Background: an optimization exercise with open tools, aiming at small area and a short achievable clock period. Do not read the settings as production practice. In this exercise RTL edits were held to simulation tests only and were not proved equivalent to the original. Power figures rest on the tool's default switching activity, not on a simulated workload.

--- flow/design.v ---
module Sbox5 (
    input  [5:0] in,
    output reg [3:0] out
);
    reg [1:0] row;
    reg [3:0] column;
    always @(*) begin
        row = {in[5], in[0]};
        column = in[4:1];
        case (column)
            4'b0000 : case (row)
                        2'b00 :  out = 4'b0010;
                        2'b01 :  out = 4'b1110;
                        2'b10 :  out = 4'b0100;
                        2'b11 :  out = 4'b1011;
                     endcase
            4'b0001 : case (row)
                        2'b00 :  out = 4'b1100;
                        2'b01 :  out = 4'b1011;
                        2'b10 :  out = 4'b0010;
                        2'b11 :  out = 4'b1000;
                     endcase
            4'b0010 : case (row)
                        2'b00 :  out = 4'b0100;
                        2'b01 :  out = 4'b0010;
                        2'b10 :  out = 4'b0001;
                        2'b11 :  out = 4'b1100;
                     endcase
            4'b0011 : case (row)
                        2'b00 :  out = 4'b0001;
                        2'b01 :  out = 4'b1100;
                        2'b10 :  out = 4'b1011;
                        2'b11 :  out = 4'b0111;
                     endcase
            4'b0100 : case (row)
                        2'b00 :  out = 4'b0111;
                        2'b01 :  out = 4'b0100;
                        2'b10 :  out = 4'b1100;
                        2'b11 :  out = 4'b0001;
                     endcase
            4'b0101 : case (row)
                        2'b00 :  out = 4'b1010;
                        2'b01 :  out = 4'b0111;  
                        2'b10 :  out = 4'b1101;
                        2'b11 :  out = 4'b1110;
                     endcase
            4'b0110 : case (row)
                        2'b00 :  out = 4'b1011;
                        2'b01 :  out = 4'b1101;
                        2'b10 :  out = 4'b0111;
                        2'b11 :  out = 4'b0010;
                     endcase
            4'b0111 : case (row)
                        2'b00 :  out = 4'b0110;
                        2'b01 :  out = 4'b0001;
                        2'b10 :  out = 4'b1000;
                        2'b11 :  out = 4'b1101;
                     endcase
            4'b1000 : case (row)
                        2'b00 :  out = 4'b1000;
                        2'b01 :  out = 4'b0101;
                        2'b10 :  out = 4'b1111;
                        2'b11 :  out = 4'b0110;
                     endcase
            4'b1001 : case (row)
                        2'b00 :  out = 4'b0101;
                        2'b01 :  out = 4'b0000;
                        2'b10 :  out = 4'b1001;
                        2'b11 :  out = 4'b1111;
                     endcase
            4'b1010 : case (row)
                        2'b00 :  out = 4'b0011;
                        2'b01 :  out = 4'b1111;
                        2'b10 :  out = 4'b1100;
                        2'b11 :  out = 4'b0000;
                     endcase
            4'b1011 : case (row)
                        2'b00 :  out = 4'b1111;
                        2'b01 :  out = 4'b1100;
                        2'b10 :  out = 4'b0101;
                        2'b11 :  out = 4'b1001;
                     endcase
            4'b1100 : case (row)
                        2'b00 :  out = 4'b1101;
                        2'b01 :  out = 4'b0011;
                        2'b10 :  out = 4'b0110;
                        2'b11 :  out = 4'b1100;
                     endcase
            4'b1101 : case (row)
                        2'b00 :  out = 4'b0000;
                        2'b01 :  out = 4'b1001;
                        2'b10 :  out = 4'b0011;
                        2'b11 :  out = 4'b0100;
                     endcase
            4'b1110 : case (row)
                        2'b00 :  out = 4'b1110;
                        2'b01 :  out = 4'b1000;
                        2'b10 :  out = 4'b0000;
                        2'b11 :  out = 4'b0101;
                     endcase
            4'b1111 : case (row)
                        2'b00 :  out = 4'b1001;
                        2'b01 :  out = 4'b0110;
                        2'b10 :  out = 4'b1110;
                        2'b11 :  out = 4'b0011;
                     endcase
            default: out = 4'h0;
        endcase
    end
endmodule
module Round (
    input  [3:0]  s_box_out,
    input  [31:0] h_in,
    output reg [31:0] h_out
);
    reg [3:0] h_in_n [0:7];
    reg [3:0] h_out_n [0:7];
    integer i;
    reg [3:0] temp;
    reg [1:0] rot;  
    always @(*) begin
        h_in_n[7] = h_in[31:28];
        h_in_n[6] = h_in[27:24];
        h_in_n[5] = h_in[23:20];
        h_in_n[4] = h_in[19:16];
        h_in_n[3] = h_in[15:12];
        h_in_n[2] = h_in[11:8];
        h_in_n[1] = h_in[7:4];
        h_in_n[0] = h_in[3:0];
        for (i = 0; i < 8; i = i + 1) begin
            temp = h_in_n[(i + 2) % 8] ^ s_box_out;
            rot = (i/2);  
            if (rot == 0)
                h_out_n[i] = temp & 4'hF;
            else
                h_out_n[i] = ( ((temp << rot) | (temp >> (4 - rot))) & 4'hF );
        end
        h_out = {h_out_n[7], h_out_n[6], h_out_n[5], h_out_n[4],
                 h_out_n[3], h_out_n[2], h_out_n[1], h_out_n[0]};
    end
endmodule
module HashIteration (
    input  [7:0] M,
    output reg   a,
    output reg   b,
    output reg   c       
);
    wire [5:0] x = {M[5], M[7] ^ M[2], M[3], M[0], M[4] ^ M[1], M[6]};
    always @(*) begin
        case (x)
            6'd0 : {a, b, c} = 3'b011;
            6'd1 : {a, b, c} = 3'b101;
            6'd2 : {a, b, c} = 3'b110;
            6'd3 : {a, b, c} = 3'b101;
            6'd4 : {a, b, c} = 3'b101;
            6'd5 : {a, b, c} = 3'b011;
            6'd6 : {a, b, c} = 3'b101;
            6'd7 : {a, b, c} = 3'b110;
            6'd8 : {a, b, c} = 3'b011;
            6'd9 : {a, b, c} = 3'b101;
            6'd10: {a, b, c} = 3'b000;
            6'd11: {a, b, c} = 3'b011;
            6'd12: {a, b, c} = 3'b101;
            6'd13: {a, b, c} = 3'b011;
            6'd14: {a, b, c} = 3'b110;
            6'd15: {a, b, c} = 3'b101;
            6'd16: {a, b, c} = 3'b011;
            6'd17: {a, b, c} = 3'b000;
            6'd18: {a, b, c} = 3'b000;
            6'd19: {a, b, c} = 3'b000;
            6'd20: {a, b, c} = 3'b110;
            6'd21: {a, b, c} = 3'b000;
            6'd22: {a, b, c} = 3'b000;
            6'd23: {a, b, c} = 3'b110;
            6'd24: {a, b, c} = 3'b011;
            6'd25: {a, b, c} = 3'b110;
            6'd26: {a, b, c} = 3'b000;
            6'd27: {a, b, c} = 3'b110;
            6'd28: {a, b, c} = 3'b101;
            6'd29: {a, b, c} = 3'b011;
            6'd30: {a, b, c} = 3'b110;
            6'd31: {a, b, c} = 3'b110;
            6'd32: {a, b, c} = 3'b101;
            6'd33: {a, b, c} = 3'b101;
            6'd34: {a, b, c} = 3'b011;
            6'd35: {a, b, c} = 3'b011;
            6'd36: {a, b, c} = 3'b101;
            6'd37: {a, b, c} = 3'b110;
            6'd38: {a, b, c} = 3'b101;
            6'd39: {a, b, c} = 3'b011;
            6'd40: {a, b, c} = 3'b110;
            6'd41: {a, b, c} = 3'b101;
            6'd42: {a, b, c} = 3'b011;
            6'd43: {a, b, c} = 3'b101;
            6'd44: {a, b, c} = 3'b011;
            6'd45: {a, b, c} = 3'b011;
            6'd46: {a, b, c} = 3'b011;
            6'd47: {a, b, c} = 3'b011;
            6'd48: {a, b, c} = 3'b000;
            6'd49: {a, b, c} = 3'b110;
            6'd50: {a, b, c} = 3'b110;
            6'd51: {a, b, c} = 3'b000;
            6'd52: {a, b, c} = 3'b110;
            6'd53: {a, b, c} = 3'b000;
            6'd54: {a, b, c} = 3'b000;
            6'd55: {a, b, c} = 3'b110;
            6'd56: {a, b, c} = 3'b110;
            6'd57: {a, b, c} = 3'b110;
            6'd58: {a, b, c} = 3'b110;
            6'd59: {a, b, c} = 3'b101;
            6'd60: {a, b, c} = 3'b000;
            6'd61: {a, b, c} = 3'b000;
            6'd62: {a, b, c} = 3'b101;
            6'd63: {a, b, c} = 3'b110;
            default: {a, b, c} = 3'b000;
        endcase
    end
endmodule
module cz_inv  (input a, output y);       assign y = ~a;           endmodule
module cz_nor2 (input a, b, output y);    assign y = ~(a | b);     endmodule
module cz_nand2(input a, b, output y);    assign y = ~(a & b);     endmodule
module cz_nor3 (input a, b, c, output y); assign y = ~(a | b | c); endmodule
module cz_bit0(input c, l, s, output d);    assign d = s ? l : ~c;        endmodule
module cz_bitp(input c, t, l, s, output d); assign d = s ? l : (c ^ t);   endmodule
module cz_bitn(input c, t, l, s, output d); assign d = s ? l : ~(c ^ t);  endmodule   
module lightHashDES(
    input              clk,
    input              M_valid,
    input              rst_n,
    input      [7:0]   M,
    input     [63:0]   input_length,
    output reg         hash_ready,
    output     [31:0]  digest
);
    reg        busy;
    reg [63:0] counter;
    reg        a_t, b_t, c_t;  
    reg  [6:0] f;              
    wire [63:0] counter_d;
    wire start = !busy && M_valid;
    wire z1;
    wire z2;
    wire z3;
    wire z4;
    wire z5;
    wire z6;
    wire z7;
    wire z8;
    wire z9;
    wire z10;
    wire z11;
    wire z12;
    wire z13;
    wire z14;
    wire z15;
    wire z16;
    wire z17;
    wire z18;
    wire z19;
    wire z20;
    wire z21;
    wire z22;
    wire z23;
    wire z24;
    wire z25;
    wire z26;
    wire z27;
    wire z28;
    wire z29;
    wire z30;
    wire z31;
    wire z32;
    wire z33;
    wire z34;
    wire z35;
    wire z36;
    wire z37;
    wire z38;
    wire z39;
    wire z40;
    wire z41;
    wire z42;
    wire z43;
    wire z44;
    wire z45;
    wire z46;
    wire z47;
    wire z48;
    wire z49;
    wire z50;
    wire z51;
    wire z52;
    wire z53;
    wire z54;
    wire z55;
    wire z56;
    wire zi57;
    wire z58;
    wire z59;
    wire zi60;
    wire z61;
    wire z62;
    wire zi63;
    wire z64;
    wire z65;
    wire zi66;
    wire z67;
    wire z68;
    wire z69;
    wire zi70;
    wire z71;
    wire z72;
    wire z73;
    wire z74;
    wire zi75;
    wire z76;
    wire z77;
    wire z78;
    wire zi79;
    wire z80;
    wire z81;
    wire zi82;
    wire z83;
    wire zi84;
    wire z85;
    wire z86;
    wire z87;
    wire z88;
    wire z89;
    wire z90;
    wire zi91;
    wire z92;
    wire zg93;
    wire zi94;
    wire z95;
    wire zi96;
    wire z97;
    wire z98;
    wire zg99;
    wire z100;
    wire z101;
    wire zi102;
    wire z103;
    wire zg104;
    wire zi105;
    wire z106;
    wire z107;
    wire zi108;
    wire z109;
    wire zg110;
    wire zi111;
    wire z112;
    wire zi113;
    wire z114;
    wire z115;
    wire zg116;
    wire z117;
    wire zi118;
    wire z119;
    wire z120;
    wire zg121;
    wire z122;
    wire zi123;
    wire z124;
    wire z125;
    wire zg126;
    wire z127;
    wire zi128;
    wire z129;
    wire z130;
    wire zg131;
    wire z132;
    wire z133;
    wire zi134;
    wire z135;
    wire zg136;
    wire zi137;
    wire z138;
    wire z139;
    wire zi140;
    wire z141;
    wire zg142;
    wire zi143;
    wire z144;
    wire z145;
    wire zi146;
    wire z147;
    wire zg148;
    wire zi149;
    wire z150;
    wire z151;
    wire zi152;
    wire z153;
    wire zg154;
    wire zi155;
    wire z156;
    wire z157;
    wire zi158;
    wire z159;
    wire zg160;
    wire zi161;
    wire z162;
    wire z163;
    wire zi164;
    wire z165;
    wire zg166;
    wire zi167;
    wire z168;
    wire z169;
    wire zi170;
    wire z171;
    wire zg172;
    wire zi173;
    wire z174;
    wire zg175;
    wire z176;
    wire z177;
    wire z178;
    wire z179;
    wire z180;
    wire z181;
    wire z182;
    wire z183;
    wire z184;
    wire z185;
    wire zi186;
    wire z187;
    wire z188;
    wire z189;
    wire z190;
    cz_nor2  u_z1 (.a(counter[0]), .b(counter[1]), .y(z1));
    cz_nor2  u_z2 (.a(counter[2]), .b(counter[3]), .y(z2));
    cz_nor2  u_z3 (.a(counter[4]), .b(counter[5]), .y(z3));
    cz_nor2  u_z4 (.a(counter[6]), .b(counter[7]), .y(z4));
    cz_nor2  u_z5 (.a(counter[8]), .b(counter[9]), .y(z5));
    cz_nor2  u_z6 (.a(counter[10]), .b(counter[11]), .y(z6));
    cz_nor2  u_z7 (.a(counter[12]), .b(counter[13]), .y(z7));
    cz_nor2  u_z8 (.a(counter[14]), .b(counter[15]), .y(z8));
    cz_nor2  u_z9 (.a(counter[16]), .b(counter[17]), .y(z9));
    cz_nor2  u_z10 (.a(counter[18]), .b(counter[19]), .y(z10));
    cz_nor2  u_z11 (.a(counter[20]), .b(counter[21]), .y(z11));
    cz_nor2  u_z12 (.a(counter[22]), .b(counter[23]), .y(z12));
    cz_nor2  u_z13 (.a(counter[24]), .b(counter[25]), .y(z13));
    cz_nor2  u_z14 (.a(counter[26]), .b(counter[27]), .y(z14));
    cz_nor2  u_z15 (.a(counter[28]), .b(counter[29]), .y(z15));
    cz_nor2  u_z16 (.a(counter[30]), .b(counter[31]), .y(z16));
    cz_nor2  u_z17 (.a(counter[32]), .b(counter[33]), .y(z17));
    cz_nor2  u_z18 (.a(counter[34]), .b(counter[35]), .y(z18));
    cz_nor2  u_z19 (.a(counter[36]), .b(counter[37]), .y(z19));
    cz_nor2  u_z20 (.a(counter[38]), .b(counter[39]), .y(z20));
    cz_nor2  u_z21 (.a(counter[40]), .b(counter[41]), .y(z21));
    cz_nor2  u_z22 (.a(counter[42]), .b(counter[43]), .y(z22));
    cz_nor2  u_z23 (.a(counter[44]), .b(counter[45]), .y(z23));
    cz_nor2  u_z24 (.a(counter[46]), .b(counter[47]), .y(z24));
    cz_nor2  u_z25 (.a(counter[48]), .b(counter[49]), .y(z25));
    cz_nor2  u_z26 (.a(counter[50]), .b(counter[51]), .y(z26));
    cz_nor2  u_z27 (.a(counter[52]), .b(counter[53]), .y(z27));
    cz_nor2  u_z28 (.a(counter[54]), .b(counter[55]), .y(z28));
    cz_nor2  u_z29 (.a(counter[56]), .b(counter[57]), .y(z29));
    cz_nor2  u_z30 (.a(counter[58]), .b(counter[59]), .y(z30));
    cz_nor2  u_z31 (.a(counter[60]), .b(counter[61]), .y(z31));
    cz_nor2  u_z32 (.a(counter[62]), .b(counter[63]), .y(z32));
    cz_nand2 u_z33 (.a(z1), .b(z2), .y(z33));
    cz_nand2 u_z34 (.a(z3), .b(z4), .y(z34));
    cz_nand2 u_z35 (.a(z5), .b(z6), .y(z35));
    cz_nand2 u_z36 (.a(z7), .b(z8), .y(z36));
    cz_nand2 u_z37 (.a(z9), .b(z10), .y(z37));
    cz_nand2 u_z38 (.a(z11), .b(z12), .y(z38));
    cz_nand2 u_z39 (.a(z13), .b(z14), .y(z39));
    cz_nand2 u_z40 (.a(z15), .b(z16), .y(z40));
    cz_nand2 u_z41 (.a(z17), .b(z18), .y(z41));
    cz_nand2 u_z42 (.a(z19), .b(z20), .y(z42));
    cz_nand2 u_z43 (.a(z21), .b(z22), .y(z43));
    cz_nand2 u_z44 (.a(z23), .b(z24), .y(z44));
    cz_nand2 u_z45 (.a(z25), .b(z26), .y(z45));
    cz_nand2 u_z46 (.a(z27), .b(z28), .y(z46));
    cz_nand2 u_z47 (.a(z29), .b(z30), .y(z47));
    cz_nand2 u_z48 (.a(z31), .b(z32), .y(z48));
    cz_nor2  u_z49 (.a(z34), .b(z33), .y(z49));
    cz_nor2  u_z50 (.a(z36), .b(z35), .y(z50));
    cz_nor2  u_z51 (.a(z38), .b(z37), .y(z51));
    cz_nor2  u_z52 (.a(z40), .b(z39), .y(z52));
    cz_nor2  u_z53 (.a(z42), .b(z41), .y(z53));
    cz_nor2  u_z54 (.a(z44), .b(z43), .y(z54));
    cz_nor2  u_z55 (.a(z46), .b(z45), .y(z55));
    cz_nor2  u_z56 (.a(z48), .b(z47), .y(z56));
    cz_inv   u_zi57 (.a(z35), .y(zi57));
    cz_nand2 u_z58 (.a(zi57), .b(z49), .y(z58));
    cz_nand2 u_z59 (.a(z50), .b(z49), .y(z59));
    cz_inv   u_zi60 (.a(z39), .y(zi60));
    cz_nand2 u_z61 (.a(zi60), .b(z51), .y(z61));
    cz_nand2 u_z62 (.a(z52), .b(z51), .y(z62));
    cz_inv   u_zi63 (.a(z43), .y(zi63));
    cz_nand2 u_z64 (.a(zi63), .b(z53), .y(z64));
    cz_nand2 u_z65 (.a(z54), .b(z53), .y(z65));
    cz_inv   u_zi66 (.a(z47), .y(zi66));
    cz_nand2 u_z67 (.a(zi66), .b(z55), .y(z67));
    cz_nand2 u_z68 (.a(z56), .b(z55), .y(z68));
    cz_nor2  u_z69 (.a(z37), .b(z59), .y(z69));
    cz_inv   u_zi70 (.a(z51), .y(zi70));
    cz_nor2  u_z71 (.a(zi70), .b(z59), .y(z71));
    cz_nor2  u_z72 (.a(z61), .b(z59), .y(z72));
    cz_nor2  u_z73 (.a(z62), .b(z59), .y(z73));
    cz_nor2  u_z74 (.a(z45), .b(z65), .y(z74));
    cz_inv   u_zi75 (.a(z55), .y(zi75));
    cz_nor2  u_z76 (.a(zi75), .b(z65), .y(z76));
    cz_nor2  u_z77 (.a(z67), .b(z65), .y(z77));
    cz_nor2  u_z78 (.a(z68), .b(z65), .y(z78));
    cz_inv   u_zi79 (.a(z41), .y(zi79));
    cz_nand2 u_z80 (.a(zi79), .b(z73), .y(z80));
    cz_nand2 u_z81 (.a(z53), .b(z73), .y(z81));
    cz_inv   u_zi82 (.a(z64), .y(zi82));
    cz_nand2 u_z83 (.a(zi82), .b(z73), .y(z83));
    cz_inv   u_zi84 (.a(z65), .y(zi84));
    cz_nand2 u_z85 (.a(zi84), .b(z73), .y(z85));
    cz_nand2 u_z86 (.a(z74), .b(z73), .y(z86));
    cz_nand2 u_z87 (.a(z76), .b(z73), .y(z87));
    cz_nand2 u_z88 (.a(z77), .b(z73), .y(z88));
    cz_nand2 u_z89 (.a(z78), .b(z73), .y(z89));
    cz_nor2  u_z90 (.a(z33), .b(counter[4]), .y(z90));
    cz_inv   u_zi91 (.a(z3), .y(zi91));
    cz_nor2  u_z92 (.a(z33), .b(zi91), .y(z92));
    cz_nor3  u_zg93 (.a(counter[4]), .b(counter[5]), .c(counter[6]), .y(zg93));
    cz_inv   u_zi94 (.a(zg93), .y(zi94));
    cz_nor2  u_z95 (.a(z33), .b(zi94), .y(z95));
    cz_inv   u_zi96 (.a(counter[8]), .y(zi96));
    cz_nand2 u_z97 (.a(z49), .b(zi96), .y(z97));
    cz_nand2 u_z98 (.a(z49), .b(z5), .y(z98));
    cz_nor3  u_zg99 (.a(counter[8]), .b(counter[9]), .c(counter[10]), .y(zg99));
    cz_nand2 u_z100 (.a(z49), .b(zg99), .y(z100));
    cz_nor2  u_z101 (.a(z58), .b(counter[12]), .y(z101));
    cz_inv   u_zi102 (.a(z7), .y(zi102));
    cz_nor2  u_z103 (.a(z58), .b(zi102), .y(z103));
    cz_nor3  u_zg104 (.a(counter[12]), .b(counter[13]), .c(counter[14]), .y(zg104));
    cz_inv   u_zi105 (.a(zg104), .y(zi105));
    cz_nor2  u_z106 (.a(z58), .b(zi105), .y(z106));
    cz_nor2  u_z107 (.a(z59), .b(counter[16]), .y(z107));
    cz_inv   u_zi108 (.a(z9), .y(zi108));
    cz_nor2  u_z109 (.a(z59), .b(zi108), .y(z109));
    cz_nor3  u_zg110 (.a(counter[16]), .b(counter[17]), .c(counter[18]), .y(zg110));
    cz_inv   u_zi111 (.a(zg110), .y(zi111));
    cz_nor2  u_z112 (.a(z59), .b(zi111), .y(z112));
    cz_inv   u_zi113 (.a(counter[20]), .y(zi113));
    cz_nand2 u_z114 (.a(z69), .b(zi113), .y(z114));
    cz_nand2 u_z115 (.a(z69), .b(z11), .y(z115));
    cz_nor3  u_zg116 (.a(counter[20]), .b(counter[21]), .c(counter[22]), .y(zg116));
    cz_nand2 u_z117 (.a(z69), .b(zg116), .y(z117));
    cz_inv   u_zi118 (.a(counter[24]), .y(zi118));
    cz_nand2 u_z119 (.a(z71), .b(zi118), .y(z119));
    cz_nand2 u_z120 (.a(z71), .b(z13), .y(z120));
    cz_nor3  u_zg121 (.a(counter[24]), .b(counter[25]), .c(counter[26]), .y(zg121));
    cz_nand2 u_z122 (.a(z71), .b(zg121), .y(z122));
    cz_inv   u_zi123 (.a(counter[28]), .y(zi123));
    cz_nand2 u_z124 (.a(z72), .b(zi123), .y(z124));
    cz_nand2 u_z125 (.a(z72), .b(z15), .y(z125));
    cz_nor3  u_zg126 (.a(counter[28]), .b(counter[29]), .c(counter[30]), .y(zg126));
    cz_nand2 u_z127 (.a(z72), .b(zg126), .y(z127));
    cz_inv   u_zi128 (.a(counter[32]), .y(zi128));
    cz_nand2 u_z129 (.a(z73), .b(zi128), .y(z129));
    cz_nand2 u_z130 (.a(z73), .b(z17), .y(z130));
    cz_nor3  u_zg131 (.a(counter[32]), .b(counter[33]), .c(counter[34]), .y(zg131));
    cz_nand2 u_z132 (.a(z73), .b(zg131), .y(z132));
    cz_nor2  u_z133 (.a(z80), .b(counter[36]), .y(z133));
    cz_inv   u_zi134 (.a(z19), .y(zi134));
    cz_nor2  u_z135 (.a(z80), .b(zi134), .y(z135));
    cz_nor3  u_zg136 (.a(counter[36]), .b(counter[37]), .c(counter[38]), .y(zg136));
    cz_inv   u_zi137 (.a(zg136), .y(zi137));
    cz_nor2  u_z138 (.a(z80), .b(zi137), .y(z138));
    cz_nor2  u_z139 (.a(z81), .b(counter[40]), .y(z139));
    cz_inv   u_zi140 (.a(z21), .y(zi140));
    cz_nor2  u_z141 (.a(z81), .b(zi140), .y(z141));
    cz_nor3  u_zg142 (.a(counter[40]), .b(counter[41]), .c(counter[42]), .y(zg142));
    cz_inv   u_zi143 (.a(zg142), .y(zi143));
    cz_nor2  u_z144 (.a(z81), .b(zi143), .y(z144));
    cz_nor2  u_z145 (.a(z83), .b(counter[44]), .y(z145));
    cz_inv   u_zi146 (.a(z23), .y(zi146));
    cz_nor2  u_z147 (.a(z83), .b(zi146), .y(z147));
    cz_nor3  u_zg148 (.a(counter[44]), .b(counter[45]), .c(counter[46]), .y(zg148));
    cz_inv   u_zi149 (.a(zg148), .y(zi149));
    cz_nor2  u_z150 (.a(z83), .b(zi149), .y(z150));
    cz_nor2  u_z151 (.a(z85), .b(counter[48]), .y(z151));
    cz_inv   u_zi152 (.a(z25), .y(zi152));
    cz_nor2  u_z153 (.a(z85), .b(zi152), .y(z153));
    cz_nor3  u_zg154 (.a(counter[48]), .b(counter[49]), .c(counter[50]), .y(zg154));
    cz_inv   u_zi155 (.a(zg154), .y(zi155));
    cz_nor2  u_z156 (.a(z85), .b(zi155), .y(z156));
    cz_nor2  u_z157 (.a(z86), .b(counter[52]), .y(z157));
    cz_inv   u_zi158 (.a(z27), .y(zi158));
    cz_nor2  u_z159 (.a(z86), .b(zi158), .y(z159));
    cz_nor3  u_zg160 (.a(counter[52]), .b(counter[53]), .c(counter[54]), .y(zg160));
    cz_inv   u_zi161 (.a(zg160), .y(zi161));
    cz_nor2  u_z162 (.a(z86), .b(zi161), .y(z162));
    cz_nor2  u_z163 (.a(z87), .b(counter[56]), .y(z163));
    cz_inv   u_zi164 (.a(z29), .y(zi164));
    cz_nor2  u_z165 (.a(z87), .b(zi164), .y(z165));
    cz_nor3  u_zg166 (.a(counter[56]), .b(counter[57]), .c(counter[58]), .y(zg166));
    cz_inv   u_zi167 (.a(zg166), .y(zi167));
    cz_nor2  u_z168 (.a(z87), .b(zi167), .y(z168));
    cz_nor2  u_z169 (.a(z88), .b(counter[60]), .y(z169));
    cz_inv   u_zi170 (.a(z31), .y(zi170));
    cz_nor2  u_z171 (.a(z88), .b(zi170), .y(z171));
    cz_nor3  u_zg172 (.a(counter[60]), .b(counter[61]), .c(counter[62]), .y(zg172));
    cz_inv   u_zi173 (.a(zg172), .y(zi173));
    cz_nor2  u_z174 (.a(z88), .b(zi173), .y(z174));
    cz_nor3  u_zg175 (.a(counter[0]), .b(counter[1]), .c(counter[2]), .y(zg175));
    cz_nor2  u_z176 (.a(z34), .b(z35), .y(z176));
    cz_nor2  u_z177 (.a(z36), .b(z37), .y(z177));
    cz_nor2  u_z178 (.a(z38), .b(z39), .y(z178));
    cz_nor2  u_z179 (.a(z40), .b(z41), .y(z179));
    cz_nor2  u_z180 (.a(z42), .b(z43), .y(z180));
    cz_nor2  u_z181 (.a(z44), .b(z45), .y(z181));
    cz_nor2  u_z182 (.a(z46), .b(z47), .y(z182));
    cz_nand2 u_z183 (.a(z176), .b(z177), .y(z183));
    cz_nand2 u_z184 (.a(z178), .b(z179), .y(z184));
    cz_nand2 u_z185 (.a(z180), .b(z181), .y(z185));
    cz_inv   u_zi186 (.a(z48), .y(zi186));
    cz_nand2 u_z187 (.a(z182), .b(zi186), .y(z187));
    cz_nor2  u_z188 (.a(z183), .b(z184), .y(z188));
    cz_nor2  u_z189 (.a(z185), .b(z187), .y(z189));
    cz_nand2 u_z190 (.a(z188), .b(z189), .y(z190));
    cz_bit0 u_b0 (.c(counter[0]), .l(input_length[0]), .s(start), .d(counter_d[0]));
    cz_bitn u_b1 (.c(counter[1]), .t(counter[0]), .l(input_length[1]), .s(start), .d(counter_d[1]));
    cz_bitp u_b2 (.c(counter[2]), .t(z1), .l(input_length[2]), .s(start), .d(counter_d[2]));
    cz_bitp u_b3 (.c(counter[3]), .t(zg175), .l(input_length[3]), .s(start), .d(counter_d[3]));
    cz_bitn u_b4 (.c(counter[4]), .t(z33), .l(input_length[4]), .s(start), .d(counter_d[4]));
    cz_bitp u_b5 (.c(counter[5]), .t(z90), .l(input_length[5]), .s(start), .d(counter_d[5]));
    cz_bitp u_b6 (.c(counter[6]), .t(z92), .l(input_length[6]), .s(start), .d(counter_d[6]));
    cz_bitp u_b7 (.c(counter[7]), .t(z95), .l(input_length[7]), .s(start), .d(counter_d[7]));
    cz_bitp u_b8 (.c(counter[8]), .t(z49), .l(input_length[8]), .s(start), .d(counter_d[8]));
    cz_bitn u_b9 (.c(counter[9]), .t(z97), .l(input_length[9]), .s(start), .d(counter_d[9]));
    cz_bitn u_b10 (.c(counter[10]), .t(z98), .l(input_length[10]), .s(start), .d(counter_d[10]));
    cz_bitn u_b11 (.c(counter[11]), .t(z100), .l(input_length[11]), .s(start), .d(counter_d[11]));
    cz_bitn u_b12 (.c(counter[12]), .t(z58), .l(input_length[12]), .s(start), .d(counter_d[12]));
    cz_bitp u_b13 (.c(counter[13]), .t(z101), .l(input_length[13]), .s(start), .d(counter_d[13]));
    cz_bitp u_b14 (.c(counter[14]), .t(z103), .l(input_length[14]), .s(start), .d(counter_d[14]));
    cz_bitp u_b15 (.c(counter[15]), .t(z106), .l(input_length[15]), .s(start), .d(counter_d[15]));
    cz_bitn u_b16 (.c(counter[16]), .t(z59), .l(input_length[16]), .s(start), .d(counter_d[16]));
    cz_bitp u_b17 (.c(counter[17]), .t(z107), .l(input_length[17]), .s(start), .d(counter_d[17]));
    cz_bitp u_b18 (.c(counter[18]), .t(z109), .l(input_length[18]), .s(start), .d(counter_d[18]));
    cz_bitp u_b19 (.c(counter[19]), .t(z112), .l(input_length[19]), .s(start), .d(counter_d[19]));
    cz_bitp u_b20 (.c(counter[20]), .t(z69), .l(input_length[20]), .s(start), .d(counter_d[20]));
    cz_bitn u_b21 (.c(counter[21]), .t(z114), .l(input_length[21]), .s(start), .d(counter_d[21]));
    cz_bitn u_b22 (.c(counter[22]), .t(z115), .l(input_length[22]), .s(start), .d(counter_d[22]));
    cz_bitn u_b23 (.c(counter[23]), .t(z117), .l(input_length[23]), .s(start), .d(counter_d[23]));
    cz_bitp u_b24 (.c(counter[24]), .t(z71), .l(input_length[24]), .s(start), .d(counter_d[24]));
    cz_bitn u_b25 (.c(counter[25]), .t(z119), .l(input_length[25]), .s(start), .d(counter_d[25]));
    cz_bitn u_b26 (.c(counter[26]), .t(z120), .l(input_length[26]), .s(start), .d(counter_d[26]));
    cz_bitn u_b27 (.c(counter[27]), .t(z122), .l(input_length[27]), .s(start), .d(counter_d[27]));
    cz_bitp u_b28 (.c(counter[28]), .t(z72), .l(input_length[28]), .s(start), .d(counter_d[28]));
    cz_bitn u_b29 (.c(counter[29]), .t(z124), .l(input_length[29]), .s(start), .d(counter_d[29]));
    cz_bitn u_b30 (.c(counter[30]), .t(z125), .l(input_length[30]), .s(start), .d(counter_d[30]));
    cz_bitn u_b31 (.c(counter[31]), .t(z127), .l(input_length[31]), .s(start), .d(counter_d[31]));
    cz_bitp u_b32 (.c(counter[32]), .t(z73), .l(input_length[32]), .s(start), .d(counter_d[32]));
    cz_bitn u_b33 (.c(counter[33]), .t(z129), .l(input_length[33]), .s(start), .d(counter_d[33]));
    cz_bitn u_b34 (.c(counter[34]), .t(z130), .l(input_length[34]), .s(start), .d(counter_d[34]));
    cz_bitn u_b35 (.c(counter[35]), .t(z132), .l(input_length[35]), .s(start), .d(counter_d[35]));
    cz_bitn u_b36 (.c(counter[36]), .t(z80), .l(input_length[36]), .s(start), .d(counter_d[36]));
    cz_bitp u_b37 (.c(counter[37]), .t(z133), .l(input_length[37]), .s(start), .d(counter_d[37]));
    cz_bitp u_b38 (.c(counter[38]), .t(z135), .l(input_length[38]), .s(start), .d(counter_d[38]));
    cz_bitp u_b39 (.c(counter[39]), .t(z138), .l(input_length[39]), .s(start), .d(counter_d[39]));
    cz_bitn u_b40 (.c(counter[40]), .t(z81), .l(input_length[40]), .s(start), .d(counter_d[40]));
    cz_bitp u_b41 (.c(counter[41]), .t(z139), .l(input_length[41]), .s(start), .d(counter_d[41]));
    cz_bitp u_b42 (.c(counter[42]), .t(z141), .l(input_length[42]), .s(start), .d(counter_d[42]));
    cz_bitp u_b43 (.c(counter[43]), .t(z144), .l(input_length[43]), .s(start), .d(counter_d[43]));
    cz_bitn u_b44 (.c(counter[44]), .t(z83), .l(input_length[44]), .s(start), .d(counter_d[44]));
    cz_bitp u_b45 (.c(counter[45]), .t(z145), .l(input_length[45]), .s(start), .d(counter_d[45]));
    cz_bitp u_b46 (.c(counter[46]), .t(z147), .l(input_length[46]), .s(start), .d(counter_d[46]));
    cz_bitp u_b47 (.c(counter[47]), .t(z150), .l(input_length[47]), .s(start), .d(counter_d[47]));
    cz_bitn u_b48 (.c(counter[48]), .t(z85), .l(input_length[48]), .s(start), .d(counter_d[48]));
    cz_bitp u_b49 (.c(counter[49]), .t(z151), .l(input_length[49]), .s(start), .d(counter_d[49]));
    cz_bitp u_b50 (.c(counter[50]), .t(z153), .l(input_length[50]), .s(start), .d(counter_d[50]));
    cz_bitp u_b51 (.c(counter[51]), .t(z156), .l(input_length[51]), .s(start), .d(counter_d[51]));
    cz_bitn u_b52 (.c(counter[52]), .t(z86), .l(input_length[52]), .s(start), .d(counter_d[52]));
    cz_bitp u_b53 (.c(counter[53]), .t(z157), .l(input_length[53]), .s(start), .d(counter_d[53]));
    cz_bitp u_b54 (.c(counter[54]), .t(z159), .l(input_length[54]), .s(start), .d(counter_d[54]));
    cz_bitp u_b55 (.c(counter[55]), .t(z162), .l(input_length[55]), .s(start), .d(counter_d[55]));
    cz_bitn u_b56 (.c(counter[56]), .t(z87), .l(input_length[56]), .s(start), .d(counter_d[56]));
    cz_bitp u_b57 (.c(counter[57]), .t(z163), .l(input_length[57]), .s(start), .d(counter_d[57]));
    cz_bitp u_b58 (.c(counter[58]), .t(z165), .l(input_length[58]), .s(start), .d(counter_d[58]));
    cz_bitp u_b59 (.c(counter[59]), .t(z168), .l(input_length[59]), .s(start), .d(counter_d[59]));
    cz_bitn u_b60 (.c(counter[60]), .t(z88), .l(input_length[60]), .s(start), .d(counter_d[60]));
    cz_bitp u_b61 (.c(counter[61]), .t(z169), .l(input_length[61]), .s(start), .d(counter_d[61]));
    cz_bitp u_b62 (.c(counter[62]), .t(z171), .l(input_length[62]), .s(start), .d(counter_d[62]));
    cz_bitp u_b63 (.c(counter[63]), .t(z174), .l(input_length[63]), .s(start), .d(counter_d[63]));
    wire one = counter[0] & ~counter[1] & z2 & ~z190;    
    wire a_m, b_m, c_m;
    HashIteration main (.M(M), .a(a_m), .b(b_m), .c(c_m));
    always @(posedge clk or negedge rst_n) begin
        if (!rst_n) begin
            busy       <= 1'b0;
            hash_ready <= 1'b0;
        end else begin
            hash_ready <= busy & one;
            busy       <= busy ? !one : M_valid;
        end
    end
    localparam [6:0] C0 = 7'b111_0111;
    localparam [6:0] CP = 7'b011_1001;
    localparam [6:0] CA = 7'b100_1011;
    localparam [6:0] CB = 7'b001_0111;
    localparam [6:0] CC = CA & CB;            
    localparam [6:0] OA = CA & ~CB;           
    localparam [6:0] OB = CB & ~CA;           
    always @(posedge clk) begin
        counter <= counter_d;
        a_t     <= a_m;
        b_t     <= b_m;
        c_t     <= c_m;
        f       <= start ? C0 : f ^ CP ^ (OA & {7{a_t}}) ^ (OB & {7{b_t}}) ^ (CC & {7{c_t}});
    end
    assign digest = {
        f[2],  f[6],  f[2],  f[6],  ~f[4], f[3],  f[4],  ~f[3],   
        f[5],  f[5],  ~f[5], ~f[5], ~f[5], 1'b0,  f[5],  1'b0,    
        ~f[3], ~f[4], f[3],  f[4],  ~f[3], f[2],  f[3],  f[2],    
        ~f[1], f[0],  ~f[1], ~f[0], f[1],  ~f[0], f[1],  f[0]     
    };
endmodule
--- flow/flow/run.sh ---
#!/bin/bash
cp standard.sh standard.sh.txt
export BUFFER_PORTS_ARGS="-buffer_cell sky130_fd_sc_hd__buf_1"
bash standard.sh > standard.log 2>&1
--- flow/standard.sh ---
#!/bin/bash
# synth_recipe.tcl (not shown) runs the flow's synth.tcl, then flattens the netlist and writes it again
# the make line also repeats each setting of config.mk as NAME=value (left out here)
make -C /OpenROAD-flow-scripts/flow DESIGN_CONFIG=/design/flow/config.mk WORK_HOME=/design/flow/orfs CLKGATE_MAP_FILE= SYNTH_SCRIPT=/design/flow/synth_recipe.tcl "${@:-finish}"
--- flow/config.mk ---
export PLATFORM = sky130hd
export DESIGN_NAME = lightHashDES
export DESIGN_NICKNAME = lightHashDES
export VERILOG_FILES = /design/flow/design.v
export SDC_FILE = /design/flow/constraint.sdc
export NUM_CORES = 4
export LEC_CHECK = 0
export CAP_MARGIN = 20
export CORE_MARGIN = 2
export CORE_UTILIZATION = 60
export SETUP_SLACK_MARGIN = 1.6
export SLEW_MARGIN = 20
export SYNTH_HIERARCHICAL = 1
--- flow/constraint.sdc ---
create_clock -name core_clock -period 3.3 [get_ports {clk}]
set_input_delay 0.6600 -clock core_clock [delete_from_list [all_inputs] [get_ports {clk}]]
set_output_delay 0.6600 -clock core_clock [all_outputs]
set_load 0.01 [all_outputs]
==> results of run 1 <==
[repair_timing]
item	CTS	global route
buffers inserted	7	8
resized for setup	31	69
hold endpoints to repair	0	0
cloned	1	1
setup endpoints to repair	53	63
pin swaps	12	18
[through the flow]
step / instances / instance area, µm² / power [mW] / setup slack (ps) / util
after detailed placement: 720 / 4490 / 2.11 / 988 / 0.669
after CTS: 744 / 4850 / 2.93 / 1590 / 0.722
final: 753 / 5130 / 3.00 / 1630 / 0.763
after floorplan: 556 / 4130 / 1.99 / 956 / -
after global placement: 720 / 4490 / 2.08 / 1100 / 0.669
after global routing: 753 / 5130 / 3.21 / 1510 / 0.763
[cell type report]
class                   count  area (µm²)
well taps                  80         100
inverters                  45         173
flip-flops and latches     76        1550
repair inverters            1        5.00
fillers                   541        1590
clock inverters             4        72.6
repair buffers            125         578
multi-input cells         410        2500
clock buffers              12         145
[Yosys stat by module (local to each module, per instance)]
module,flops+latches,copies in the design,area (µm²),cells inside
cz_nor2,0,85,3.75,1
HashIteration,0,1,378,57
cz_bitn,0,26,17.5,3
cz_nor3,0,16,10.0,1
cz_bitp,0,37,17.5,3
cz_inv,0,35,3.75,1
cz_bit0,0,1,8.76,2
cz_nand2,0,50,3.75,1
lightHashDES,76,1,1830,121
[critical path: cells and delay by family, from the launching register on]
family,cells,cell delay (ps)
AO/OA/AOI/OAI,1,80
AND/OR/NAND/NOR,7,810
buffers and inverters,1,170
XOR/XNOR,1,130
flip-flops,1,360
[power by group]
part	total [mW]	leakage [nW]	internal (mW)	switching (mW)
clock	0.772	0.107	0.446	0.325
sequential	1.40	0.648	1.15	0.253
combinational	0.831	1.18	0.400	0.431
[per-layer routing]
| layer | share of wire | routed length, µm | track usage | vias to the layer above |
|---|---|---|---|---|
| li1 | - | - | - | 1970 |
| met1 | 0.44 | 3790 | 0.272 | 1652 |
| met2 | 0.51 | 4370 | 0.391 | 87 |
| met3 | 0.041 | 357 | 0.0514 | 10 |
| met4 | 0.013 | 113 | 0.0810 | 0 |
| met5 | 0 | 0 | 0 | - |
[sequential cells by signal, summed over array words and instances (netlist names)]
signal,count
busy,1
a_t,1
counter,64
c_t,1
f,7
hash_ready,1
b_t,1
[kinds of logic (layout without fill, tap and decap cells)]
| kind of cell | after synthesis | after routing | share of synthesized area |
|---|---|---|---|
| fa+ha+maj | 1 | 1 | 0.00304 |
| other cells | 1 | 2 | 0.000911 |
| compound gates | 91 | 91 | 0.125 |
| simple gates | 243 | 243 | 0.254 |
| buf+inv | 70 | 187 | 0.0836 |
| xor+xnor | 73 | 73 | 0.162 |
| flops | 76 | 76 | 0.372 |
[Yosys cell counts (2+ instances only)]
cell,number
xnor2_1,42
buf_2,2
nor2_1,90
nand3_1,3
dfxtp_1,74
o21ai_1,64
o211ai_1,2
nand2_1,127
dfrtp_1,2
o31ai_1,2
nor3_2,16
a21oi_1,8
buf_4,21
inv_1,45
xor2_1,29
a211oi_1,2
and3_1,2
clkbuf_1,2
o21ai_0,3
[path summary, 6_finish.rpt]
path | start | to | slack [ps] | cells past startpoint
max in group asynchronous | rst_n | hash_ready$_DFF_PN0_ | 3050 | 1
hold / removal | rst_n | busy$_DFF_PN0_ | 110 | 1
setup reg to reg | counter[1]$_DFF_P_ | counter[45]$_DFF_P_ | 1630 | 10
setup / recovery | counter[1]$_DFF_P_ | counter[45]$_DFF_P_ | 1630 | 10
hold reg to reg | f[5]$_SDFF_PP1_ | f[5]$_SDFF_PP1_ | 430 | 1
min in group core_clock | f[5]$_SDFF_PP1_ | f[5]$_SDFF_PP1_ | 430 | 1
==> impl_metrics.csv, run 1 <==
group,metric,value,unit
clock_network,cts-hold-fix-buffers,0,
sta,fin_setup_tns,0,ps
sta,holdWs,109,ps
floorplanning,io_pins,108,
place,dpl.hpwl,5790,µm
critical_path,crit_fanout,8,
logic_synthesis,yosys_warnings,8,
sta,hold_viol_final,0,
logic_synthesis,synth_area_leaders,"dfxtp_1, nand2_1, xnor2_1",
sta,period_minus_slack,1670,ps
global_routing,grt_pass1_wl,13700,µm
routing,wl_per_cell,11.5,µm
critical_path,cpMaxStageDelayCell,"dfxtp_4",
final_layout,most-common-layout-cells,"nand2_1, buf_1, dfxtp_1",
routing,drc,0,
logic_synthesis,synth.cell_area,0.00412,mm²
logic_synthesis,avgSynthCellArea,7.42,µm²
final_layout,drive_gt1_frac,0.195,
clock_network,htreeDepth,3,
sta,drv_slew,0,
routing,dr.pass1.iters,4,
clock_network,root_buffer,"clkbuf_8",
floorplanning,die_h,86.8,µm
critical_path,path_common_cell,"nor2_4",
final_layout,layout_commonest_cell,"nand2_1",
global_routing,grt_usage,0.225,
clock_network,clk_pin_slew,80,ps
clock_network,cts_buffers,9,
routing,routed_wl,8630,µm
critical_path,crit_arrival,1890,ps
final_layout,fin_nets,744,
critical_path,endpoint_kind,"flop",
routing,num_vias,3719,
critical_path,path_cells,"nor2_4 > nand2_2 > nor2_4 > nand2_4 > nor2_4 > buf_8 > nand2_4 > nor2_2 > xnor2_1 > o21ai_1",
final_layout,syn_to_final_growth,24.5,%
floorplanning,coreArea,0.00672,mm²
power,power_density,586,mW/mm²
routing,viasPerCell,4.94,
sta,setup_viol,0,
logic_synthesis,async_flop_share,0.0263,
sta,rsz0062_at_grt,"yes",
routing,drtIter0Drc,176,
logic_synthesis,synth_edf_count,0,
routing,ant_nets,0,
place,place_congestion,0.828,
power,p_leak,1.93,nW
logic_synthesis,synth_seq_cells,76,
worst_hold_path,hp-class,"input pin to async pin",
logic_synthesis,synth_top_area_share,0.360,
sta,finalCritPeriodShare,0.506,
critical_path,crit_path_max_incr_delay,360,ps
floorplanning,start_util,0.613,
global_routing,grt_pass1_vias,3354,
global_routing,grt_overflow,0,
floorplanning,row_count,30,
final_layout,antenna_cells,0,
critical_path,crit_path_start_kind,"flop",
place,numPortBuffers,105,
logic_synthesis,seq_area_frac_synth,0.372,
critical_path,critPathRequiredTime,3520,ps
clock_network,clock-sinks,76,
clock_network,cts_tree,"built",
logic_synthesis,synth_top_flop_cell,"dfxtp_1",
floorplanning,die_x,86.8,µm
floorplanning,dieArea,0.00754,mm²
run_status,outcome,"complete, no violations",
global_routing,grt_max_degree,68,
critical_path,critPathKind,"flop to flop",
logic_synthesis,synth_top_area_cell,"dfxtp_1",
power,vdd_ir_drop_max,0.437,mV
clock_network,clockBufferDepth,2,
global_routing,antenna_found_initial,0,
sta,clock.fmax,599,MHz
sta,clock-skew-final,8.60,ps
run,maxCapViolations,0,
logic_synthesis,synthCells,555,
logic_synthesis,synth_cell_type_count,38,
clock_network,clk_latency,340,ps
==> inputs of run 2 (changes only) <==
--- a/flow/config.mk
+++ b/flow/config.mk
@@ -7,7 +7,7 @@
 export LEC_CHECK = 0
 export CAP_MARGIN = 20
 export CORE_MARGIN = 2
-export CORE_UTILIZATION = 60
-export SETUP_SLACK_MARGIN = 1.6
+export CORE_UTILIZATION = 40
+export SETUP_SLACK_MARGIN = 1.5
 export SLEW_MARGIN = 20
 export SYNTH_HIERARCHICAL = 1
==> impl_metrics.csv, run 2 <==
group,metric,value,unit
sta,fin_setup_tns,0,ps
critical_path,reg2reg_slack,1630,ps
routing,drc,0,
critical_path,critPathRequiredTime,3600,ps
critical_path,r2r-end,"counter[34]$_DFF_P_",
logic_synthesis,synthCells,555,
logic_synthesis,avgSynthCellArea,7.42,µm²
logic_synthesis,synth_cell_type_count,38,
clock_network,cts_tree,"built",
final_layout,syn_to_final_growth,21.4,%
place,place_ws,1000,ps
critical_path,crit_fanout,11,
clock_network,clk_latency,360,ps
final_layout,top_register,"counter",
final_layout,antenna_cells,0,
logic_synthesis,ys_top_cells_by_count,"nand2_1, nor2_1, dfxtp_1",
sta,setup_ws,1580,ps
run_status,outcome,"complete, no violations",
clock_network,cts_buffers,9,
logic_synthesis,async_flop_share,0.0263,
power,p_leak,1.78,nW
final_layout,top_regs,"counter: 64 flops, f: 7 flops",
sta,max_slew_margin,0.616,
floorplanning,dieArea,0.0111,mm²
global_routing,grt_overflow,0,
power,power_density,598,mW/mm²
worst_hold_path,hp-class,"input pin to async pin",
global_routing,antenna_found_initial,0,
logic_synthesis,synth_area_leaders,"dfxtp_1, nand2_1, xnor2_1",
sta,clock-skew-final,10.5,ps
floorplanning,coreArea,0.0101,mm²
clock_network,clockBufferDepth,2,
sta,setup_viol,0,
routing,route.met2.wl,4120,µm
logic_synthesis,synth_top_flop_cell,"dfxtp_1",
logic_synthesis,synth.most_common_cell,"nand2_1",
final_layout,fin_nets,737,
critical_path,crit_path_start_kind,"input pin",
sta,finalCritPeriodShare,0.522,
critical_path,r2r-start,"counter[8]$_DFF_P_",
logic_synthesis,synth_edf_count,0,
critical_path,crit_arrival,2020,ps
logic_synthesis,synth_top_area_share,0.360,
final_layout,most-common-layout-cells,"nand2_1, buf_1, dfxtp_1",
place,numPortBuffers,105,
global_routing,grt_max_degree,49,
clock_network,clock-sinks,76,
logic_synthesis,synth_top_area_cell,"dfxtp_1",
global_routing,grt_pass1_vias,3231,
floorplanning,die_h,105,µm
critical_path,reg2reg_depth,10,
sta,drv_slew,0,
critical_path,critPathKind,"input pin to flop",
place,dpl.hpwl,6220,µm
clock_network,root_buffer,"clkbuf_8",
routing,routed_wl,8740,µm
routing,drtIter0Drc,135,
routing,num_vias,3647,
floorplanning,die_x,105,µm
routing,dr_wl_met3,383,µm
power,vdd_ir_drop_max,0.344,mV
run,maxCapViolations,0,
place,place_congestion,0.774,
routing,wl_per_cell,10.9,µm
sta,rsz0062_at_grt,"no",
sta,hold_viol_final,0,
critical_path,cp-startpoint,"M[6]",
final_layout,layout_commonest_cell,"nand2_1",
clock_network,clk_pin_slew,80,ps
routing,viasPerCell,4.55,
global_routing,grt_usage,0.157,
logic_synthesis,seq_area_frac_synth,0.372,
floorplanning,start_util,0.406,
logic_synthesis,synth_seq_cells,76,
routing,wl_met1,4120,µm
critical_path,endpoint_kind,"flop",
final_layout,largest_reg_flops,64,
floorplanning,io_pins,108,
floorplanning,row_count,37,
routing,top_layer,"met4",
sta,worst_slew_pin_slew,576,ps
clock_network,htreeDepth,3,
routing,dr.pass1.iters,4,
sta,clock.fmax,581,MHz
logic_synthesis,yosys_warnings,8,
global_routing,grt_pass1_wl,14100,µm
sta,period_minus_slack,1720,ps
routing,ant_nets,0,
final_layout,drive_gt1_frac,0.135,
logic_synthesis,synth.cell_area,0.00412,mm²
[run 2: layer usage]
metal	GRT usage	up-vias
met4	0.0714	0
met2	0.252	85
met1	0.202	1592
met3	0.0334	10
li1	-	1960
met5	0	-
[run 2: per-module statistics from Yosys, one instance, submodules excluded, excerpt]
module | cell area (µm²) | flops+latches | cells inside | copies in the design
cz_bitn | 17.5 | 0 | 3 | 26
cz_inv | 3.75 | 0 | 1 | 35
cz_nand2 | 3.75 | 0 | 1 | 50
lightHashDES | 1830 | 76 | 121 | 1
cz_nor2 | 3.75 | 0 | 1 | 85
cz_bitp | 17.5 | 0 | 3 | 37
cz_nor3 | 10.0 | 0 | 1 | 16
[run 2: cells by family (layout without fill, tap and decap cells)]
family,count (synthesis),count (layout),share of synthesized area
AO/OA/AOI/OAI,91,91,0.125
buffers and inverters,70,180,0.0836
AND/OR/NAND/NOR,243,243,0.254
XOR/XNOR,73,73,0.162
adder cells (fa/ha/maj),1,1,0.00304
other,1,2,0.000911
flip-flops,76,76,0.372
[run 2: critical path, stage by stage]
cell       delay [ps]
buf_1             380
inv_1             260
o22ai_1           250
a2111oi_2          50
o31ai_1           240
a21boi_2          170
[run 2: repair_timing]
action,in CTS,in global routing
pin swaps,1,7
setup buffers,2,5
resized for setup,7,40
endpoints found under the setup margin,49,56
cloned,0,1
hold buffers,0,0
[run 2: area by class of cell]
type / count / area, µm²
multi-input combinational: 410 / 2370
fill: 1016 / 5140
tap: 136 / 170
clock buffer: 13 / 169
sequential: 76 / 1540
inverter: 45 / 173
clock inverter: 3 / 67.6
timing repair buffer: 118 / 509
timing repair inverter: 1 / 5.00
[run 2: report_power, final]
group          leakage, nW  internal (mW)  switching (mW)
Combinational         1.02          0.361           0.410
Sequential           0.648           1.14           0.244
Clock                0.116          0.488           0.344
[run 2: how the worst max path moves through the flow]
stage,endpoint,depth (start not counted)
6_report,b_t$_DFF_P_,6
5_1_grt,counter[34]$_DFF_P_,10
4_1_cts,counter[54]$_DFF_P_,10
3_5_place_dp,counter[54]$_DFF_P_,10
3_3_place_gp,b_t$_DFF_P_,6
2_1_floorplan,counter[10]$_DFF_P_,4
[run 2: per-stage QoR]
| stage | power (mW) | hold slack, ps | area, µm² | util | instances |
|---|---|---|---|---|---|
| after floorplan | 1.99 | 364 | 4120 | - | 556 |
| after global placement | 2.08 | 405 | 4570 | 0.451 | 778 |
| after detailed placement | 2.10 | 415 | 4570 | 0.451 | 778 |
| after CTS | 2.96 | 60.3 | 4840 | 0.477 | 796 |
| after global routing | 3.18 | 71.8 | 5000 | 0.493 | 802 |
| final | 2.99 | 79.6 | 5000 | 0.493 | 802 |
==> inputs of run 3 (changes only) <==
--- a/flow/config.mk
+++ b/flow/config.mk
@@ -8,6 +8,6 @@
 export CAP_MARGIN = 20
 export CORE_MARGIN = 2
 export CORE_UTILIZATION = 40
-export SETUP_SLACK_MARGIN = 1.5
+export SETUP_SLACK_MARGIN = 1.7
 export SLEW_MARGIN = 20
 export SYNTH_HIERARCHICAL = 1
==> impl_metrics.csv, run 3 <==
group,metric,value,unit
global_routing,globalRouteMet1Util,0.202,
floorplanning,die_h,105,µm
sta,clock-skew-final,12.2,ps
logic_synthesis,async_flop_share,0.0263,
logic_synthesis,synth_cell_type_count,38,
worst_hold_path,hp-class,"input pin to async pin",
logic_synthesis,ys_top_cells_by_count,"nand2_1, nor2_1, dfxtp_1",
place,dpl.hpwl,6120,µm
routing,wl_per_cell,11.4,µm
clock_network,clock-sinks,76,
power,p_sw,1.04,mW
logic_synthesis,synth_top_flop_cell,"dfxtp_1",
final_layout,nFillCells,982,
clock_network,htreeDepth,3,
place,numPortBuffers,105,
sta,hold_viol_final,0,
floorplanning,io_pins,108,
power,internal_power,2.15,mW
final_layout,largest_reg_flops,64,
logic_synthesis,synth_area_leaders,"dfxtp_1, nand2_1, xnor2_1",
final_layout,syn_to_final_growth,31.4,%
global_routing,met2_usage,0.271,
sta,setup_ws,1680,ps
logic_synthesis,synthCells,555,
global_routing,grt_pass1_vias,3357,
clock_network,root_buffer,"clkbuf_8",
power,power_density,590,mW/mm²
logic_synthesis,synth_edf_count,0,
logic_synthesis,yosys_warnings,8,
floorplanning,coreArea,0.0101,mm²
clock_network,cts_buffers,9,
floorplanning,row_count,37,
critical_path,crit_fanout,8,
routing,drtIter0Drc,113,
floorplanning,die_x,105,µm
routing,dr.pass1.iters,4,
power,pwr-share-seq,0.446,
clock_network,clockBufferDepth,2,
place,place_ws,957,ps
critical_path,crit_path_start_kind,"flop",
power,clkPwrFrac,0.270,
clock_network,clk_pin_slew,80,ps
place,place_congestion,0.812,
routing,routed_wl,9280,µm
global_routing,grt_use_met3,0.0538,
critical_path,crit_arrival,1870,ps
critical_path,critPathKind,"flop to flop",
power,p_leak,2.04,nW
logic_synthesis,synth_seq_cells,76,
sta,finalCritPeriodShare,0.492,
logic_synthesis,synth.cell_area,0.00412,mm²
critical_path,endpoint_kind,"flop",
sta,setup_viol,0,
global_routing,grt_overflow,0,
global_routing,grt_busiest_layer,"met2",
critical_path,critPathRequiredTime,3540,ps
routing,ant_nets,0,
global_routing,antenna_found_initial,0,
global_routing,grt_max_degree,65,
logic_synthesis,synth_top_area_share,0.360,
routing,viasPerCell,4.60,
final_layout,antenna_cells,0,
run_status,outcome,"complete, no violations",
sta,holdWs,85.4,ps
floorplanning,start_util,0.406,
sta,rsz0062_at_grt,"yes",
routing,num_vias,3737,
routing,drc,0,
critical_path,reg2reg_slack,1680,ps
floorplanning,dieArea,0.0111,mm²
clock_network,cts-hold-fix-buffers,0,
final_layout,drive_gt1_frac,0.247,
final_layout,top_regs,"counter: 64 flops, f: 7 flops",
sta,drv_slew,0,
clock_network,clk_latency,350,ps
final_layout,most-common-layout-cells,"nand2_1, buf_1, o21ai_1",
logic_synthesis,synth.most_common_cell,"nand2_1",
logic_synthesis,seq_area_frac_synth,0.372,
sta,fin_setup_tns,0,ps
logic_synthesis,synth_top_area_cell,"dfxtp_1",
final_layout,top_register,"counter",
place,dpl-instance-area,0.00456,mm²
clock_network,cts_tree,"built",
global_routing,grt_pass1_wl,14600,µm
logic_synthesis,avgSynthCellArea,7.42,µm²
sta,clock.fmax,616,MHz
power,vdd_ir_drop_max,0.369,mV
power,p_sw_frac,0.325,
power,pwr-share-comb,0.284,
sta,period_minus_slack,1620,ps
final_layout,finalInstanceArea,0.00541,mm²
final_layout,fin_nets,748,
global_routing,grt_usage,0.162,
final_layout,layout_commonest_cell,"nand2_1",
run,maxCapViolations,0,
run 3: path summary, 6_finish.rpt:
path | from | to | depth (start not counted)
min | rst_n | busy$_DFF_PN0_ | 1
min reg2reg | counter[0]$_DFF_P_ | busy$_DFF_PN0_ | 1
min in group core_clock | counter[0]$_DFF_P_ | busy$_DFF_PN0_ | 1
max in group asynchronous | rst_n | hash_ready$_DFF_PN0_ | 1
max | counter[1]$_DFF_P_ | counter[35]$_DFF_P_ | 10
max reg2reg | counter[1]$_DFF_P_ | counter[35]$_DFF_P_ | 10
run 3: power by group through the flow:
stage | registers (mW) | logic, mW | clock network (mW)
6_report | 1.42 | 0.906 | 0.862
5_1_grt | 1.46 | 1.01 | 0.924
4_1_cts | 1.39 | 0.785 | 0.892
3_5_place_dp | 1.38 | 0.718 | 0
3_3_place_gp | 1.37 | 0.708 | 0
2_1_floorplan | 1.36 | 0.626 | 0
run 3: per-stage QoR:
stage	total power [mW]	utilization	std cells
after floorplan	1.99	-	556
after global placement	2.08	0.450	775
after detailed placement	2.10	0.450	775
after CTS	3.07	0.498	802
after global routing	3.40	0.534	813
final	3.19	0.534	813
run 3: cells by family (layout without fill, tap and decap cells):
kind of cell,Yosys count,in the layout,share of synthesized area
flops,76,76,0.372
other cells,1,2,0.000911
compound gates,91,91,0.125
xor+xnor,73,73,0.162
simple gates,243,243,0.254
buf+inv,70,191,0.0836
fa+ha+maj,1,1,0.00304
run 3: cell type report:
cell class,instances,area (µm²),share of cell area
Inverter,45,175,0.0324
Clock buffer,12,145,0.0268
Sequential cell,76,1560,0.289
Timing Repair inverter,1,7.51,0.00139
Multi-Input combinational cell,410,2580,0.477
Timing Repair Buffer,129,672,0.124
Clock inverter,4,97.6,0.0180
Tap cell,136,170,0.0315
run 3: Yosys stat by module, one instance, submodules excluded:
module         times used  area, µm²  cells
cz_inv                 35       3.75      1
cz_nand2               50       3.75      1
cz_bitp                37       17.5      3
cz_nor3                16       10.0      1
cz_bit0                 1       8.76      2
HashIteration           1        378     57
cz_bitn                26       17.5      3
lightHashDES            1       1830    121
cz_nor2                85       3.75      1
run 3: repair_timing:
item,4_1_cts,5_1_grt
buffers inserted,10,11
gates resized for setup,68,86
cloned,1,0
setup endpoints to repair,80,71
pin swaps,13,17
run 3: critical path: stages (launching register included):
cell and delay (ps):
dfxtp_4 370, nor2_4 120, nand2_2 80, nor2_4 150
nand2_4 100, nor2_4 110, buf_12 160, buf_8 120
nand2_2 50, xor2_1 160, o21ai_1 70
run 3: routing by layer:
metal / vias to the layer above / part of all wire
met5: - / 0
met4: 0 / 0.011
met3: 7 / 0.045
met2: 82 / 0.51
met1: 1665 / 0.44
li1: 1983 / -
==> inputs of run 4 (changes only) <==
--- a/flow/config.mk
+++ b/flow/config.mk
@@ -8,6 +8,6 @@
 export CAP_MARGIN = 20
 export CORE_MARGIN = 2
 export CORE_UTILIZATION = 40
-export SETUP_SLACK_MARGIN = 1.7
+export SETUP_SLACK_MARGIN = 1.6
 export SLEW_MARGIN = 20
 export SYNTH_HIERARCHICAL = 1
==> impl_metrics.csv, run 4 <==
group,metric,value,unit
run_status,outcome,"complete, no violations",
final_layout,top_regs,"counter: 64 flops, f: 7 flops",
critical_path,reg2reg_slack,1680,ps
clock_network,cts_tree,"built",
floorplanning,row_count,37,
critical_path,r2r-end,"counter[61]$_DFF_P_",
logic_synthesis,synth_seq_cells,76,
final_layout,fin_nets,738,
clock_network,clock-sinks,76,
logic_synthesis,ys_top_cells_by_count,"nand2_1, nor2_1, dfxtp_1",
sta,setup_viol,0,
final_layout,antenna_cells,0,
place,dpl.hpwl,6160,µm
sta,rsz0062_at_grt,"no",
logic_synthesis,synthCells,555,
critical_path,crit_path_start_kind,"flop",
routing,viasPerCell,4.62,
final_layout,drive_gt1_frac,0.187,
sta,drv_slew,0,
sta,worst_slew_pin_slew,552,ps
global_routing,grt_overflow,0,
global_routing,met2_usage,0.256,
final_layout,syn_to_final_growth,25.1,%
critical_path,critPathRequiredTime,2640,ps
run,maxCapViolations,0,
logic_synthesis,synth_edf_count,0,
routing,ant_nets,0,
global_routing,antenna_found_initial,0,
sta,clock.fmax,616,MHz
clock_network,root_buffer,"clkbuf_8",
final_layout,most-common-layout-cells,"nand2_1, buf_1, o21ai_1",
power,power_density,598,mW/mm²
routing,num_vias,3706,
critical_path,crit_arrival,960,ps
global_routing,grt_use_met3,0.0353,
place,dp.cells,776,
logic_synthesis,avgSynthCellArea,7.42,µm²
logic_synthesis,yosys_warnings,8,
sta,finalCritPeriodShare,0.492,
place,place_congestion,0.808,
critical_path,endpoint_kind,"primary output",
place,place_ws,990,ps
global_routing,grt_max_degree,73,
routing,routed_wl,8950,µm
clock_network,cts_buffers,9,
sta,clock-skew-final,8.90,ps
logic_synthesis,synth.cell_area,0.00412,mm²
logic_synthesis,async_flop_share,0.0263,
floorplanning,start_util,0.406,
routing,drtIter0Drc,139,
routing,drc,0,
sta,hold_viol_final,0,
critical_path,r2r-start,"counter[4]$_DFF_P_",
final_layout,top_register,"counter",
global_routing,grt_pass1_wl,14400,µm
logic_synthesis,seq_area_frac_synth,0.372,
routing,wl_per_cell,11.1,µm
clock_network,clk_latency,350,ps
floorplanning,die_h,105,µm
place,numPortBuffers,105,
final_layout,utilization,0.508,
logic_synthesis,synth_top_area_share,0.360,
power,vdd_ir_drop_max,0.396,mV
global_routing,grt_busiest_layer,"met2",
global_routing,grt_usage,0.158,
power,p_leak,1.89,nW
sta,fin_setup_tns,0,ps
global_routing,globalRouteMet1Util,0.202,
floorplanning,dieArea,0.0111,mm²
routing,dr.pass1.iters,4,
logic_synthesis,synth_area_leaders,"dfxtp_1, nand2_1, xnor2_1",
floorplanning,io_pins,108,
clock_network,cts-hold-fix-buffers,0,
critical_path,reg2reg_depth,10,
logic_synthesis,synth_cell_type_count,38,
logic_synthesis,synth_top_area_cell,"dfxtp_1",
sta,max_slew_margin,0.630,
critical_path,critPathKind,"flop to primary output",
final_layout,stdcell_count,803,
worst_hold_path,hp-class,"input pin to async pin",
critical_path,crit_fanout,5,
logic_synthesis,synth_top_flop_cell,"dfxtp_1",
final_layout,largest_reg_flops,64,
floorplanning,coreArea,0.0101,mm²
logic_synthesis,synth.most_common_cell,"nand2_1",
sta,period_minus_slack,1620,ps
global_routing,grt_pass1_vias,3302,
floorplanning,die_x,105,µm
final_layout,layout_commonest_cell,"nand2_1",
sta,holdWs,96.3,ps
clock_network,clk_pin_slew,70,ps
sta,setup_ws,1680,ps
clock_network,htreeDepth,3,
clock_network,clockBufferDepth,2,
-- run 4: cell counts after synthesis --
Identical to the previous run, type by type.
-- run 4: cells by family after synthesis --
family / Yosys count / synth area share
AND/OR/NAND/NOR: 243 / 0.254
AO/OA/AOI/OAI: 91 / 0.125
flip-flops: 76 / 0.372
XOR/XNOR: 73 / 0.162
buffers and inverters: 70 / 0.0836
adder cells (fa/ha/maj): 1 / 0.00304
other: 1 / 0.000911
-- run 4: what timing repair did --
item	4_1_cts	5_1_grt
hold endpoints to repair	0	0
pin swaps	5	15
buffers inserted	3	6
endpoints found under the setup margin	56	48
gates resized for setup	23	72
cloned	1	1
-- run 4: power by group --
part / internal, mW / leakage, nW / switching (mW)
sequential: 1.15 / 0.648 / 0.252
clock: 0.543 / 0.127 / 0.338
combinational: 0.384 / 1.12 / 0.413
-- run 4: per-module statistics from Yosys, one instance, submodules excluded --
module / cells / cell area [µm²]
cz_bitn: 3 / 17.5
cz_bitp: 3 / 17.5
cz_nand2: 1 / 3.75
lightHashDES: 121 / 1830
cz_bit0: 2 / 8.76
HashIteration: 57 / 378
cz_inv: 1 / 3.75
cz_nor2: 1 / 3.75
cz_nor3: 1 / 10.0
-- run 4: stage by stage --
stage	cell area, µm²	total power [mW]
6_report	5150	3.08
5_1_grt	5150	3.28
3_3_place_gp	4560	2.09
2_1_floorplan	4130	1.99
4_1_cts	4900	3.02
3_5_place_dp	4560	2.10
-- run 4: worst max-delay path by stage --
stage	startpoint	endpoint	slack, ps	cells after the start
2_1_floorplan	M_valid	counter[10]$_DFF_P_	960	4
4_1_cts	counter[9]$_DFF_P_	counter[49]$_DFF_P_	1580	10
5_1_grt	counter[9]$_DFF_P_	counter[38]$_DFF_P_	1550	10
6_report	f[3]$_SDFF_PP0_	digest[11]	1680	2
3_5_place_dp	counter[0]$_DFF_P_	counter[59]$_DFF_P_	990	10
3_3_place_gp	M[0]	b_t$_DFF_P_	1080	6
-- run 4: cell type report --
type | count | area (µm²)
sequential | 76 | 1550
clock inverter | 4 | 95.1
timing repair buffer | 119 | 533
tap | 136 | 170
inverter | 45 | 173
fill | 1004 | 4990
multi-input combinational | 410 | 2470
timing repair inverter | 1 | 5.00
clock buffer | 12 | 155
-- run 4: worst max-delay path, cell delays in order, from the launching register on --
cell	delay, ps
dfxtp_2	350
inv_1	120
clkbuf_2	160
-- run 4: metal layers --
metal / share of wire / wire (µm)
met1: 0.46 / 4130
met2: 0.48 / 4260
met3: 0.042 / 377
met4: 0.020 / 182
met5: 0 / 0

separate check: timing with driven ports:
The flow's constraints put no driver on any port. The routed layouts listed below were extracted and timed again, unchanged, in two steps. Step 1 sets driving cells, clkbuf_16 on the clock port and buf_2 on the other inputs (assumed; they add their load-dependent delay and slew). Step 2 also shifts input and output timing later by t, the mid clock arrival at the registers, as if the neighbouring blocks saw the same clock. Three values: ideal ports, drivers, drivers and shift; two values: the first two.
run	t (ns)	setup WS [ns]	worst setup path after step 2	cell pins on the clock port's net
run 1	0.367	1.630 / 1.630 / 1.348	input to register	1
run 2	0.384	1.578 / 1.566 / 1.202	input to register	1
run 3	0.380	1.677 / 1.677 / 1.429	input to register	1
run 4	0.374	1.676 / 1.645 / 1.358	input to register	1
After both steps setup and hold are still met in every run listed. The setup slack of run 2, which loses most, moves by -0.012 ns with the drivers and by -0.376 ns with both steps.
